From an optimization exercise on the open Yosys and OpenROAD flow, aimed at small area and a short achievable clock period; shortcuts taken in it are not production practice.
Only simulation tests tie the RTL to the original design; equivalence was not proved.
The flow treats the clock pin as an ideal source. Dropping or thinning the clock tree relies on that and would not hold on a real chip.
Power and IR drop assume default switching activity.

## build 85
// fifo
module fifo(
  input clk,
  input rst,
  input [7:0] buf_in,
  input wr_en,
  input rd_en,
  output reg [7:0] buf_out,
  output buf_empty,
  output reg buf_full,
  output [7:0] fifo_counter
);
  reg [7:0] wlo_n;
  reg [7:0] whi;
  reg [7:0] rlo;
  reg [7:0] rhi;
  reg [6:0] count;
  reg not_empty;
  reg [7:0] mem_n [0:63];
  assign fifo_counter = {1'b0, count};
  assign buf_empty = ~not_empty;
  wire wa = wr_en & ~buf_full;
  wire ra = rd_en & not_empty;
  wire [7:0] whi_n;
  wire [63:0] we;
  wire [63:0] rs_n;
  genvar g, b;
  generate
    for (g = 0; g < 8; g = g + 1) begin : gwhi
      fifo_nand3b u (.a_n(buf_full), .b(wr_en), .c(whi[g]), .y(whi_n[g]));
    end
    for (g = 0; g < 64; g = g + 1) begin : gdec
      fifo_nor2 u_we (.a(wlo_n[g % 8]), .b(whi_n[g / 8]), .y(we[g]));
      fifo_nand2 u_rs (.a(rlo[g % 8]), .b(rhi[g / 8]), .y(rs_n[g]));
    end
  endgenerate
  wire [7:0] buf_out_next;
  wire ra_n = ~ra;
  generate
    for (b = 0; b < 8; b = b + 1) begin : gbit
      wire [63:0] col_n;
      for (g = 0; g < 64; g = g + 1) begin : gcol
        assign col_n[g] = mem_n[g][b];
      end
      wire [3:0] r;
      fifo_sel64 u_sel (.s_n(rs_n), .d_n(col_n), .r(r));
      fifo_outsel u_out (.r(r), .ra(ra), .ra_n(ra_n), .q(buf_out[b]), .y(buf_out_next[b]));
    end
  endgenerate
  wire [7:0] buf_in_n = ~buf_in;
  generate
    for (g = 0; g < 64; g = g + 1) begin : gmem
      always @(posedge clk)
        if (we[g])
          mem_n[g] <= buf_in_n;
    end
  endgenerate
  wire up = wa & ~ra;
  wire dn = ra & ~wa;
  wire [6:0] cnt_inc = count + 7'd1;
  wire [6:0] cnt_dec = count - 7'd1;
  wire [6:0] count_next;
  generate
    for (g = 0; g < 7; g = g + 1) begin : gcnt
      fifo_mux4 u (.a(count[g]), .b(cnt_dec[g]), .c(cnt_inc[g]), .d(cnt_inc[g]),
                   .s0(dn), .s1(up), .y(count_next[g]));
    end
  endgenerate
  wire c63 = (count == 7'd63);
  wire ne1 = (count != 7'd1);
  wire full_next, ne_next;
  fifo_flags u_flags (.wr_en(wr_en), .rd_en(rd_en), .full(buf_full), .ne(not_empty),
                      .c63(c63), .ne1(ne1), .full_next(full_next), .ne_next(ne_next));
  always @(posedge clk or posedge rst) begin
    if (rst) begin
      wlo_n <= 8'b11111110;
      whi <= 8'b00000001;
      rlo <= 8'b00000001;
      rhi <= 8'b00000001;
      count <= 7'd0;
      buf_out <= 8'd0;
      not_empty <= 1'b0;
  ...
For scale: roughly 1200 cells after synthesis.
==> flow/config.mk <==
export PLATFORM = sky130hd
export DESIGN_NAME = fifo
export DESIGN_NICKNAME = fifo
export VERILOG_FILES = /design/flow/design.v
export SDC_FILE = /design/flow/constraint.sdc
export NUM_CORES = 4
export LEC_CHECK = 0
export CAP_MARGIN = 20
export CORE_MARGIN = 2
export CORE_UTILIZATION = 60
export CTS_CLUSTER_DIAMETER = 80
export CTS_CLUSTER_SIZE = 30
export SETUP_SLACK_MARGIN = 2.2
export SLEW_MARGIN = 20
export SYNTH_HIERARCHICAL = 1
export SYNTH_MINIMUM_KEEP_SIZE = 0
==> flow/constraint.sdc <==
create_clock -name core_clock -period 4.0 [get_ports {clk}]
set_input_delay 0.8000 -clock core_clock [delete_from_list [all_inputs] [get_ports {clk}]]
set_output_delay 0.8000 -clock core_clock [all_outputs]
set_load 0.01 [all_outputs]
standard.sh (not shown) runs the stock make flow with config.mk's settings and CLKGATE_MAP_FILE= SYNTH_SCRIPT=/design/flow/synth_recipe.tcl, a recipe that flattens the netlist after the stock synthesis.
==> flow/flow/run.sh <==
#!/bin/bash
# Standard ORFS layout (the standard.sh) with these changes to how it is made:
#  - ports are buffered with buf_2 cells instead of the slow delay-cell default
#  - the clock tree is flow/my_cts.tcl's (built in place of TritonCTS through
#    ORFS's PRE_CTS_TCL hook): 32 equal clusters of flip-flops, each under a
#    clkbuf_8, grouped by quadrant under 4 clkbuf_16 that the clock port drives
#  - after the timing repair in CTS and in global routing, flow/downsize.tcl
#    swaps each cell for the smallest drive strength that does not raise
#    area x (4 ns - worst setup slack), and repair_design then restores the
#    slew and cap margins
# Each ORFS step writes its full log under orfs/logs; make's output goes to standard.log.
set -euo pipefail
export BUFFER_PORTS_ARGS="-buffer_cell sky130_fd_sc_hd__buf_2"
export PRE_CTS_TCL="$PWD/flow/pre_cts.tcl"
export POST_CTS_TCL="$PWD/flow/post_cts.tcl"
export POST_GLOBAL_ROUTE_TCL="$PWD/flow/post_grt.tcl"
bash standard.sh > standard.log 2>&1
==> flow/flow/downsize.tcl <==
proc dn_area {} {
  set a 0
  foreach i [[ord::get_db_block] getInsts] {
    set n [[$i getMaster] getName]
    if {[string match *tapvpwr* $n] || [string match *fill* $n] || [string match *decap* $n]} continue
    set a [expr {$a + [[$i getMaster] getArea] / 1e6}]
  }
  return $a
}

# Cell swaps invalidate the wire parasitics of the nets they touch, so
# every swap is followed by a fresh placement-based estimate.
proc dn_update {} {
  estimate_parasitics -placement
}

proc dn_run {{eps 0.001} {period 0}} {
  dn_update
  set db [ord::get_db]
  set block [ord::get_db_block]
  # group library cells by stem
  set stems [dict create]
  foreach lib [$db getLibs] {
    foreach m [$lib getMasters] {
      set n [$m getName]
      if {[regexp {^(sky130_fd_sc_hd__[a-z0-9]+)_([0-9]+)$} $n -> stem sz]} {
        if {[llength [get_lib_cells -quiet $n]] == 0} continue
        if {[get_property [get_lib_cells $n] dont_use]} continue
        dict lappend stems $stem [list [$m getArea] $n]
      }
    }
  }
  set wns0 [worst_slack -max]
  set slew0 [sta::max_slew_violation_count]
  set cap0 [sta::max_capacitance_violation_count]
  set limit [expr {$wns0 - $eps}]
  set a0 [dn_area]
  set insts {}
  foreach i [$block getInsts] {
    set m [$i getMaster]
    set n [$m getName]
    if {![regexp {^(sky130_fd_sc_hd__[a-z0-9]+)_([0-9]+)$} $n -> stem sz]} continue
    if {[string match sky130_fd_sc_hd__clk* $n] || [string match sky130_fd_sc_hd__df* $n] || [string match sky130_fd_sc_hd__edf* $n]} continue
    if {[string match *tapvpwr* $n] || [string match *fill* $n] || [string match *decap* $n] || [string match *conb* $n]} continue
    if {[$i isDoNotTouch]} continue
    set onclk 0
    foreach it [$i getITerms] {
      set net [$it getNet]
      if {$net != "NULL" && [$net getSigType] == "CLOCK"} { set onclk 1 }
    }
    if {$onclk} continue
    lappend insts [list [$m getArea] [$i getName] $stem $n]
  }
  set changed 0
  set a_cur $a0
  set w_cur $wns0
  foreach rec [lsort -integer -decreasing -index 0 $insts] {
    lassign $rec area name stem cur
    if {![dict exists $stems $stem]} continue
    set cands [lsort -integer -index 0 [dict get $stems $stem]]
    foreach c $cands {
      lassign $c carea cname
      if {$carea >= $area} break
      replace_cell $name $cname
      dn_update
      set w [worst_slack -max]
      if {$period > 0} {
        set a_new [expr {$a_cur - ($area - $carea) / 1e6}]
        set ok [expr {$a_new * ($period - $w) <= $a_cur * ($period - $w_cur)}]
      } else {
        set ok [expr {$w >= $limit}]
      }
      if {$ok && [sta::max_slew_violation_count] <= $slew0 && [sta::max_capacitance_violation_count] <= $cap0} {
        if {$period > 0} { set a_cur $a_new; set w_cur $w }
        incr changed
        set area -1
        break
      }
      replace_cell $name $cur
      dn_update
    }
  }
  puts "downsize: $changed cells smaller, area [format %.1f $a0] -> [format %.1f [dn_area]], wns [format %.4f $wns0] -> [format %.4f [worst_slack -max]]"
}
==> flow/flow/post_cts.tcl <==
source [file join [file dirname [info script]] downsize.tcl]
dn_run 0.001 4.0
repair_design -slew_margin $::env(SLEW_MARGIN) -cap_margin $::env(CAP_MARGIN) -match_cell_footprint
detailed_placement
check_placement -verbose
==> flow/flow/post_grt.tcl <==
# Sourced by ORFS's global_route.tcl after its timing repair: the same area
# recovery as after CTS (on placement-based parasitics), then the nets are
# rerouted and slew and capacitance limits repaired on global-routing
# parasitics, and the route guides rewritten.
source [file join [file dirname [info script]] downsize.tcl]
global_route -start_incremental
dn_run 0.001 4.0
detailed_placement
global_route -end_incremental
estimate_parasitics -global_routing
global_route -start_incremental
repair_design -slew_margin $::env(SLEW_MARGIN) -cap_margin $::env(CAP_MARGIN) -match_cell_footprint
detailed_placement
global_route -end_incremental
estimate_parasitics -global_routing
check_placement -verbose
puts "post_grt: wns [worst_slack -max] slew violations [sta::max_slew_violation_count] cap violations [sta::max_capacitance_violation_count]"
write_guides $::env(RESULTS_DIR)/route.guide
Other scripts of this flow, unchanged in this note and not shown: flow/flow/my_cts.tcl, flow/flow/pre_cts.tcl
Setup changes, build 85 to build 81
Settings: swapping 2.2 for 2.35 in SETUP_SLACK_MARGIN.
--- a/flow/flow/run.sh
+++ b/flow/flow/run.sh
@@ -6,7 +6,6 @@
 #    clkbuf_8, grouped by quadrant under 4 clkbuf_16 that the clock port drives
 #  - after the timing repair in CTS and in global routing, flow/downsize.tcl
-#    swaps each cell for the smallest drive strength that does not raise
-#    area x (4 ns - worst setup slack), and repair_design then restores the
-#    slew and cap margins
+#    swaps each cell for the smallest drive strength that keeps the worst
+#    setup slack, and repair_design then restores the slew and cap margins
 # Each ORFS step writes its full log under orfs/logs; make's output goes to standard.log.
 set -euo pipefail
--- a/flow/flow/downsize.tcl
+++ b/flow/flow/downsize.tcl
@@ -1,2 +1,6 @@
+# Area recovery: visit every logic cell, largest first, and swap it for the
+# smallest cell of the same function (same name stem, other drive strength)
+# that keeps the worst setup slack and adds no slew or capacitance
+# violation. Clock-tree cells and flip-flops are left alone.
 proc dn_area {} {
   set a 0
@@ -15,5 +19,5 @@
 }
 
-proc dn_run {{eps 0.001} {period 0}} {
+proc dn_run {{eps 0.001}} {
   dn_update
   set db [ord::get_db]
@@ -53,6 +57,4 @@
   }
   set changed 0
-  set a_cur $a0
-  set w_cur $wns0
   foreach rec [lsort -integer -decreasing -index 0 $insts] {
     lassign $rec area name stem cur
@@ -64,13 +66,5 @@
       replace_cell $name $cname
       dn_update
-      set w [worst_slack -max]
-      if {$period > 0} {
-        set a_new [expr {$a_cur - ($area - $carea) / 1e6}]
-        set ok [expr {$a_new * ($period - $w) <= $a_cur * ($period - $w_cur)}]
-      } else {
-        set ok [expr {$w >= $limit}]
-      }
-      if {$ok && [sta::max_slew_violation_count] <= $slew0 && [sta::max_capacitance_violation_count] <= $cap0} {
-        if {$period > 0} { set a_cur $a_new; set w_cur $w }
+      if {[worst_slack -max] >= $limit && [sta::max_slew_violation_count] <= $slew0 && [sta::max_capacitance_violation_count] <= $cap0} {
         incr changed
         set area -1
==> flow/flow/post_cts.tcl <==
# Sourced by ORFS's cts.tcl after its timing repair: recover the area of
# cells the repair made larger than the worst slack needs, then repair any
# slew or capacitance limit with ORFS's margins, and legalise.
source [file join [file dirname [info script]] downsize.tcl]
dn_run
repair_design -slew_margin $::env(SLEW_MARGIN) -cap_margin $::env(CAP_MARGIN) -match_cell_footprint
detailed_placement
check_placement -verbose
--- a/flow/flow/post_grt.tcl
+++ b/flow/flow/post_grt.tcl
@@ -5,5 +5,5 @@
 source [file join [file dirname [info script]] downsize.tcl]
 global_route -start_incremental
-dn_run 0.001 4.0
+dn_run
 detailed_placement
 global_route -end_incremental
==> comparison <==
- Build 81 improves on build 85 in post-layout minimum cycle time.
- | area added between synthesis and finish | build 81 vs build 85 | 1.5 points higher |
- When build 81 is measured against build 85, its number of nets in the layout turns out 1.6% higher.
- Build 81 gives more global-route total usage across every layer than build 85 did.
- Going from build 85 to build 81, clock network power share went down by 0.2 points, post-synth net total was more or less identical, sequential share of cell area went down by 0.95 points.
Changes in build 14 relative to build 81:
Settings: PLACE_DENSITY: unset -> 0.75.
### Flow results
When the final numbers for build 14 and build 81 were put side by side, the share of power burned in combinational logic turned out to be smaller in build 14.
The instance area at placement on build 14 is in line with that on build 81.
Worst setup slack: build 14 < build 81
On total number of vias, build 14 and build 81 are neck and neck.
In build 14, overall global routing resource usage is lower than in build 81.
Reported for build 14 and build 81, critical path depth turned out identical to the last digit.
Diff build 81 -> build 14 | first-pass GRT wire length | down by a few percent
Flip-flop and latch count came out exactly the same in build 14 and build 81.
Final clock period utilization by the worst path | build 14 above build 81
Re final cell count: build 14 and build 81 aren't equal, and the lower value belongs to build 14.
Build 14 and build 81 ended up with nearly the same sequential group power.
[inputs] build 46 vs build 14
Settings: PLACE_DENSITY: 0.75 -> unset.
--- a/flow/flow/post_grt.tcl
+++ b/flow/flow/post_grt.tcl
@@ -4,5 +4,8 @@
 # parasitics, and the route guides rewritten.
 source [file join [file dirname [info script]] downsize.tcl]
+source [file join [file dirname [info script]] upsize.tcl]
 global_route -start_incremental
+dn_run
+up_run 4.0 40
 dn_run
 detailed_placement
==> flow/flow/upsize.tcl (new file) <==
proc up_stems {} {
  set db [ord::get_db]
  set stems [dict create]
  foreach lib [$db getLibs] {
    foreach m [$lib getMasters] {
      set n [$m getName]
      if {[regexp {^(sky130_fd_sc_hd__[a-z0-9]+)_([0-9]+)$} $n -> stem sz]} {
        if {[llength [get_lib_cells -quiet $n]] == 0} continue
        if {[get_property [get_lib_cells $n] dont_use]} continue
        dict lappend stems $stem [list [$m getArea] $n]
      }
    }
  }
  return $stems
}

proc up_run {period iters {npaths 4}} {
  dn_update
  set stems [up_stems]
  set block [ord::get_db_block]
  set a [dn_area]
  set w [worst_slack -max]
  set n 0
  for {set it 0} {$it < $iters} {incr it} {
    set insts [dict create]
    foreach pe [find_timing_paths -path_delay max -path_group core_clock -group_path_count $npaths -endpoint_path_count 1 -sort_by_slack] {
      foreach pt [get_property $pe points] {
        set pin [get_property $pt pin]
        if {[get_property $pin direction] != "output"} continue
        set inst [get_property $pin full_name]
        set inst [file dirname $inst]
        if {$inst == "."} continue
        dict set insts $inst 1
      }
    }
    set best ""
    set bestv [expr {$a * ($period - $w)}]
    foreach name [dict keys $insts] {
      set i [$block findInst $name]
      if {$i == "NULL"} continue
      set cur [[$i getMaster] getName]
      if {[string match sky130_fd_sc_hd__clk* $cur]} continue
      if {![regexp {^(sky130_fd_sc_hd__[a-z0-9]+)_([0-9]+)$} $cur -> stem sz]} continue
      if {![dict exists $stems $stem]} continue
      set carea [[$i getMaster] getArea]
      foreach c [lsort -integer -index 0 [dict get $stems $stem]] {
        lassign $c ar cn
        if {$ar <= $carea} continue
        replace_cell $name $cn
        dn_update
        set w2 [worst_slack -max]
        set a2 [expr {$a + ($ar - $carea) / 1e6}]
        set v [expr {$a2 * ($period - $w2)}]
        if {$v < $bestv - 1e-6 && [sta::max_slew_violation_count] == 0 && [sta::max_capacitance_violation_count] == 0} {
          set bestv $v; set best [list $name $cn $a2 $w2]
        }
        replace_cell $name $cur
        dn_update
      }
    }
    if {$best == ""} break
    lassign $best name cn a w
    replace_cell $name $cn
    dn_update
    incr n
  }
  puts "upsize: $n changes, area [format %.1f $a], wns [format %.4f [worst_slack -max]]"
}
### Flow results
- Routed via count essentially unchanged between build 46 and build 14.
- On instance count of the mapped netlist, build 46 and build 14 are neck and neck.
- Between build 46 and build 14, synthesis-to-finish area growth is lower for build 14, build 46 comes in above that.
- Summary: register-to-register slack, build 46 better than build 14
- Against build 14, build 46 comes in 0.042 mW higher on overall power.
- Side by side, wire length turned out higher in build 46 than in build 14.
- Of build 46 and build 14, the run reporting the higher share of cells above drive strength 1 was build 46.
- Cmp build 46 vs build 14: maximum vdd drop lower in build 46
- Diff build 14 -> build 46 | met3 routed wirelength | decrease of 18%
No run of this note takes its clock network from TritonCTS; it comes from the design's own scripts or RTL.

==> afterwards: timing with drivers on the ports <==
How much do the figures lean on ideal ports? The routed layouts below were timed once more, with nothing changed but the port constraints.
Step 1 (the two cells are an assumption about what drives the block):
set clk [get_ports {clk}]
set_driving_cell -lib_cell sky130_fd_sc_hd__clkbuf_16 $clk
set_driving_cell -lib_cell sky130_fd_sc_hd__buf_2 [delete_from_list [all_inputs] $clk]
Step 2 adds t to the input delays and takes it off the output delays; t is the mean of the earliest and latest rising clock arrival at the registers after step 1. Input paths then give back, and output paths get back, about the clock's delay inside the block.
Three values: ideal ports, drivers, drivers and shift; two values: the first two.
run	t (ns)	setup slack, ns	latest minus earliest clock arrival (ns)
build 85	0.463	2.093 / 2.093 / 1.743	0.023 / 0.024
build 81	0.467	2.133 / 2.119 / 1.809	0.018 / 0.019
build 14	0.457	2.024 / 2.024 / 1.747	0.023 / 0.023
build 46	0.468	2.134 / 2.119 / 1.813	0.020 / 0.020
After both steps every run listed still meets setup and hold. For build 85, which loses most, drivers alone change the setup slack by 0.000 ns; drivers and shift together by -0.350 ns.
